This design comes from an exercise in tuning for small area, a short achievable clock period and few clock cycles on the open sky130 flow, not from production work.
RTL that was checked went through simulation tests only; none was proved equivalent to the original.

==> build 79: inputs <==
## maxfinder
module maxfinder(clk, rst, start, x1, x2, x3, x4, eps, done, result);
Settings: LEC_CHECK=0, CAP_MARGIN=20, CORE_MARGIN=2, CORE_UTILIZATION=40, SETUP_SLACK_MARGIN=2.4, SLEW_MARGIN=20, SYNTH_HIERARCHICAL=1, SYNTH_MINIMUM_KEEP_SIZE=0; clock period 9.0 ns.
standard.sh (not shown) runs the stock make flow with config.mk's settings and CLKGATE_MAP_FILE= SYNTH_SCRIPT=/design/flow/synth_recipe.tcl, a recipe that flattens the netlist after the stock synthesis.
==> flow/flow/run.sh <==
#!/bin/bash
export BUFFER_PORTS_ARGS="-buffer_cell sky130_fd_sc_hd__buf_2"
cp standard.sh standard_copy.sh.txt
bash standard.sh > standard.log 2>&1
==> build 22: changes against build 79 <==
--- a/flow/design.v
+++ b/flow/design.v
@@ -2,22 +2,20 @@
 input clk, start, rst;
 input [4:0] x1, x2, x3, x4, eps;
 output done;
 output [4:0] result;
 reg active;    
 reg ph2;       
 reg lx;        
 reg [3:0] v1, v2, v3, v4;
-wire signed [4:0] a1, a2, a3, a4;
-wire nactive = !active;
-mf_sel sel1 (x1, {1'b0, v1}, nactive, active, a1);
-mf_sel sel2 (x2, {1'b0, v2}, nactive, active, a2);
-mf_sel sel3 (x3, {1'b0, v3}, nactive, active, a3);
-mf_sel sel4 (x4, {1'b0, v4}, nactive, active, a4);
+wire signed [4:0] a1 = active ? {1'b0, v1} : x1;
+wire signed [4:0] a2 = active ? {1'b0, v2} : x2;
+wire signed [4:0] a3 = active ? {1'b0, v3} : x3;
+wire signed [4:0] a4 = active ? {1'b0, v4} : x4;
 wire [3:0] n1, n2, n3, n4;
 wire t1s1;
 wire t1c2;
 mf_fa t1f0 (a2[0], a3[0], a4[0], t1s1, t1c2);
 wire t1s3;
 wire t1c4;
 mf_fa t1f1 (a2[1], a3[1], a4[1], t1s3, t1c4);
 wire t1s5;
@@ -660,15 +658,12 @@
         ph2 <= active & !done;
     end
 end
 endmodule
 module mf_fa(input a, b, c, output s, co);
 assign s = a ^ b ^ c;
 assign co = (a & b) | (a & c) | (b & c);
 endmodule
-module mf_sel(input [4:0] x, y, input nsx, sy, output [4:0] a);
-assign a = (x & {5{nsx}}) | (y & {5{sy}});
-endmodule
 module mf_ha(input a, b, output s, co);
 assign s = a ^ b;
 assign co = a & b;
 endmodule
==> flow/config.mk (replaced) <==
export PLATFORM = sky130hd
export DESIGN_NAME = maxfinder
export DESIGN_NICKNAME = maxfinder
export VERILOG_FILES = /design/flow/design.v
export SDC_FILE = /design/flow/constraint.sdc
export NUM_CORES = 4
export LEC_CHECK = 0
export CAP_MARGIN = 20
export CORE_MARGIN = 2
export CORE_UTILIZATION = 40
export SLEW_MARGIN = 20
export SYNTH_HIERARCHICAL = 1
export SYNTH_MINIMUM_KEEP_SIZE = 0
==> trial 12: changes against build 79 <==
--- a/flow/design.v
+++ b/flow/design.v
@@ -2,22 +2,20 @@
 input clk, start, rst;
 input [4:0] x1, x2, x3, x4, eps;
 output done;
 output [4:0] result;
 reg active;    
 reg ph2;       
 reg lx;        
 reg [3:0] v1, v2, v3, v4;
-wire signed [4:0] a1, a2, a3, a4;
-wire nactive = !active;
-mf_sel sel1 (x1, {1'b0, v1}, nactive, active, a1);
-mf_sel sel2 (x2, {1'b0, v2}, nactive, active, a2);
-mf_sel sel3 (x3, {1'b0, v3}, nactive, active, a3);
-mf_sel sel4 (x4, {1'b0, v4}, nactive, active, a4);
+wire signed [4:0] a1 = active ? {1'b0, v1} : x1;
+wire signed [4:0] a2 = active ? {1'b0, v2} : x2;
+wire signed [4:0] a3 = active ? {1'b0, v3} : x3;
+wire signed [4:0] a4 = active ? {1'b0, v4} : x4;
 wire [3:0] n1, n2, n3, n4;
 wire t1s1;
 wire t1c2;
 mf_fa t1f0 (a2[0], a3[0], a4[0], t1s1, t1c2);
 wire t1s3;
 wire t1c4;
 mf_fa t1f1 (a2[1], a3[1], a4[1], t1s3, t1c4);
 wire t1s5;
@@ -660,15 +658,12 @@
         ph2 <= active & !done;
     end
 end
 endmodule
 module mf_fa(input a, b, c, output s, co);
 assign s = a ^ b ^ c;
 assign co = (a & b) | (a & c) | (b & c);
 endmodule
-module mf_sel(input [4:0] x, y, input nsx, sy, output [4:0] a);
-assign a = (x & {5{nsx}}) | (y & {5{sy}});
-endmodule
 module mf_ha(input a, b, output s, co);
 assign s = a ^ b;
 assign co = a & b;
 endmodule
==> flow/config.mk (replaced) <==
export PLATFORM = sky130hd
export DESIGN_NAME = maxfinder
export DESIGN_NICKNAME = maxfinder
export VERILOG_FILES = /design/flow/design.v
export SDC_FILE = /design/flow/constraint.sdc
export NUM_CORES = 4
export LEC_CHECK = 0
export CAP_MARGIN = 20
export CORE_MARGIN = 2
export CORE_UTILIZATION = 60
export SLEW_MARGIN = 20
export SYNTH_HIERARCHICAL = 1
export SYNTH_MINIMUM_KEEP_SIZE = 0
==> trial 24: changes against build 79 <==
--- a/flow/design.v
+++ b/flow/design.v
@@ -637,17 +637,17 @@
 wire gf = w12 > w34, ef = w12 == w34;
 wire [3:0] vmax = gf ? w12 : w34;
 wire u1 = gf & g12;
 wire u2 = gf & !g12 & !e12;
 wire u3 = !gf & !ef & g34;
 wire u4 = !gf & !ef & !g34 & !e34;
 wire uniq = u1 | u2 | u3 | u4;
 wire [5:0] sv = v1 + v2 + v3 + v4;
-wire known = eps[3] & (!uniq | ({vmax, 1'b0} > sv));
+wire known = (eps[3] & eps[2] & eps[1]) | (eps[3] & (!uniq | ({vmax, 1'b0} > sv)));
 wire k1 = lx ? z1 : u1;
 wire k2 = lx ? z2 : u2;
 wire k3 = lx ? z3 : u3;
 wire k4 = lx ? z4 : u4;
 assign done = active & (ph2 | lx | known | lt2(z1, z2, z3, z4));
 assign result = ({5{k1}} & x1) | ({5{k2}} & x2) | ({5{k3}} & x3) | ({5{k4}} & x4);
 always @(posedge clk) begin
     v1 <= n1; v2 <= n2; v3 <= n3; v4 <= n4;
==> flow/config.mk (replaced) <==
export PLATFORM = sky130hd
export DESIGN_NAME = maxfinder
export DESIGN_NICKNAME = maxfinder
export VERILOG_FILES = /design/flow/design.v
export SDC_FILE = /design/flow/constraint.sdc
export NUM_CORES = 4
export LEC_CHECK = 0
export CAP_MARGIN = 20
export CORE_MARGIN = 2
export CORE_UTILIZATION = 40
export SETUP_SLACK_MARGIN = 2.8
export SLEW_MARGIN = 20
export SYNTH_HIERARCHICAL = 1
export SYNTH_MINIMUM_KEEP_SIZE = 0
==> run notes <==
item	trial 24	trial 12	build 79	build 22
Placed cells	960	863	939	943
Simple-Gate Fraction of Synth Area	18.3%	20.7%	20.0%	20.7%
Result of the run	finished clean	finished clean	finished clean	finished clean
GR Util met2	37.2%	46.9%	35.0%	33.6%
Average size of a mapped cell	9.56 um2	9.63 um2	9.68 um2	9.63 um2
Worst skew pair latency	260 ps	250 ps	250 ps	260 ps
Synthesized cell area	6850 um2	6810 um2	6750 um2	6810 um2
Register-to-Register Setup Slack	2880 ps	2870 ps	2820 ps	2880 ps
Portion of the layout cell area used by non-clock buffers	4.23%	2.35%	2.92%	2.31%
CP endpoint	v1[1]$_SDFF_PP0_	v4[1]$_SDFF_PP0_	v1[1]$_SDFF_PP0_	v2[1]$_SDFF_PP0_
Met3 WL post-DR	674 um	712 um	635 um	760 um
Detailed route wirelength on metal2	9.24 mm	7.60 mm	8.82 mm	7.93 mm
Crit path launch	x3[1]	x1[1]	x2[1]	x1[1]
Clock distribution area overhead in the final layout	0.996%	1.12%	1.10%	1.11%
Top cell type's share of synthesized area	33.9%	34.1%	34.4%	34.1%
Testbench counts of trial 24, summed over its fixed seeds: cycles 3,201.
No functional check of the RTL was part of build 79, build 22 and trial 12.

[port drivers added, routing unchanged]
The flow's constraints put no driver on any port. The routed layouts listed below were extracted and timed again, unchanged, in two steps. Step 1: set_driving_cell puts a clkbuf_16 on clk and a buf_2 on each other input, an assumption about the parent block. Step 2 times the ports against the registers' clock, not the clock port: input delays grow and output delays shrink by t, the midpoint of the rising clock arrivals with the driver on. Slacks: ideal / step 1 / step 2; pairs: ideal / step 1.
| run | t (ns) | slack for setup (ns) | worst setup path after step 2 |
|---|---|---|---|
| build 79 | 0.286 | 2.523 / 2.531 / 2.245 | input to register |
| build 22 | 0.295 | 1.953 / 1.966 / 1.671 | input to register |
| trial 12 | 0.287 | 1.921 / 1.935 / 1.647 | input to register |
| trial 24 | 0.290 | 2.680 / 2.660 / 2.387 | input to register |
After both steps every run listed still meets setup and hold. For trial 24, which loses most, drivers alone change the setup slack by -0.020 ns; drivers and shift together by -0.293 ns.
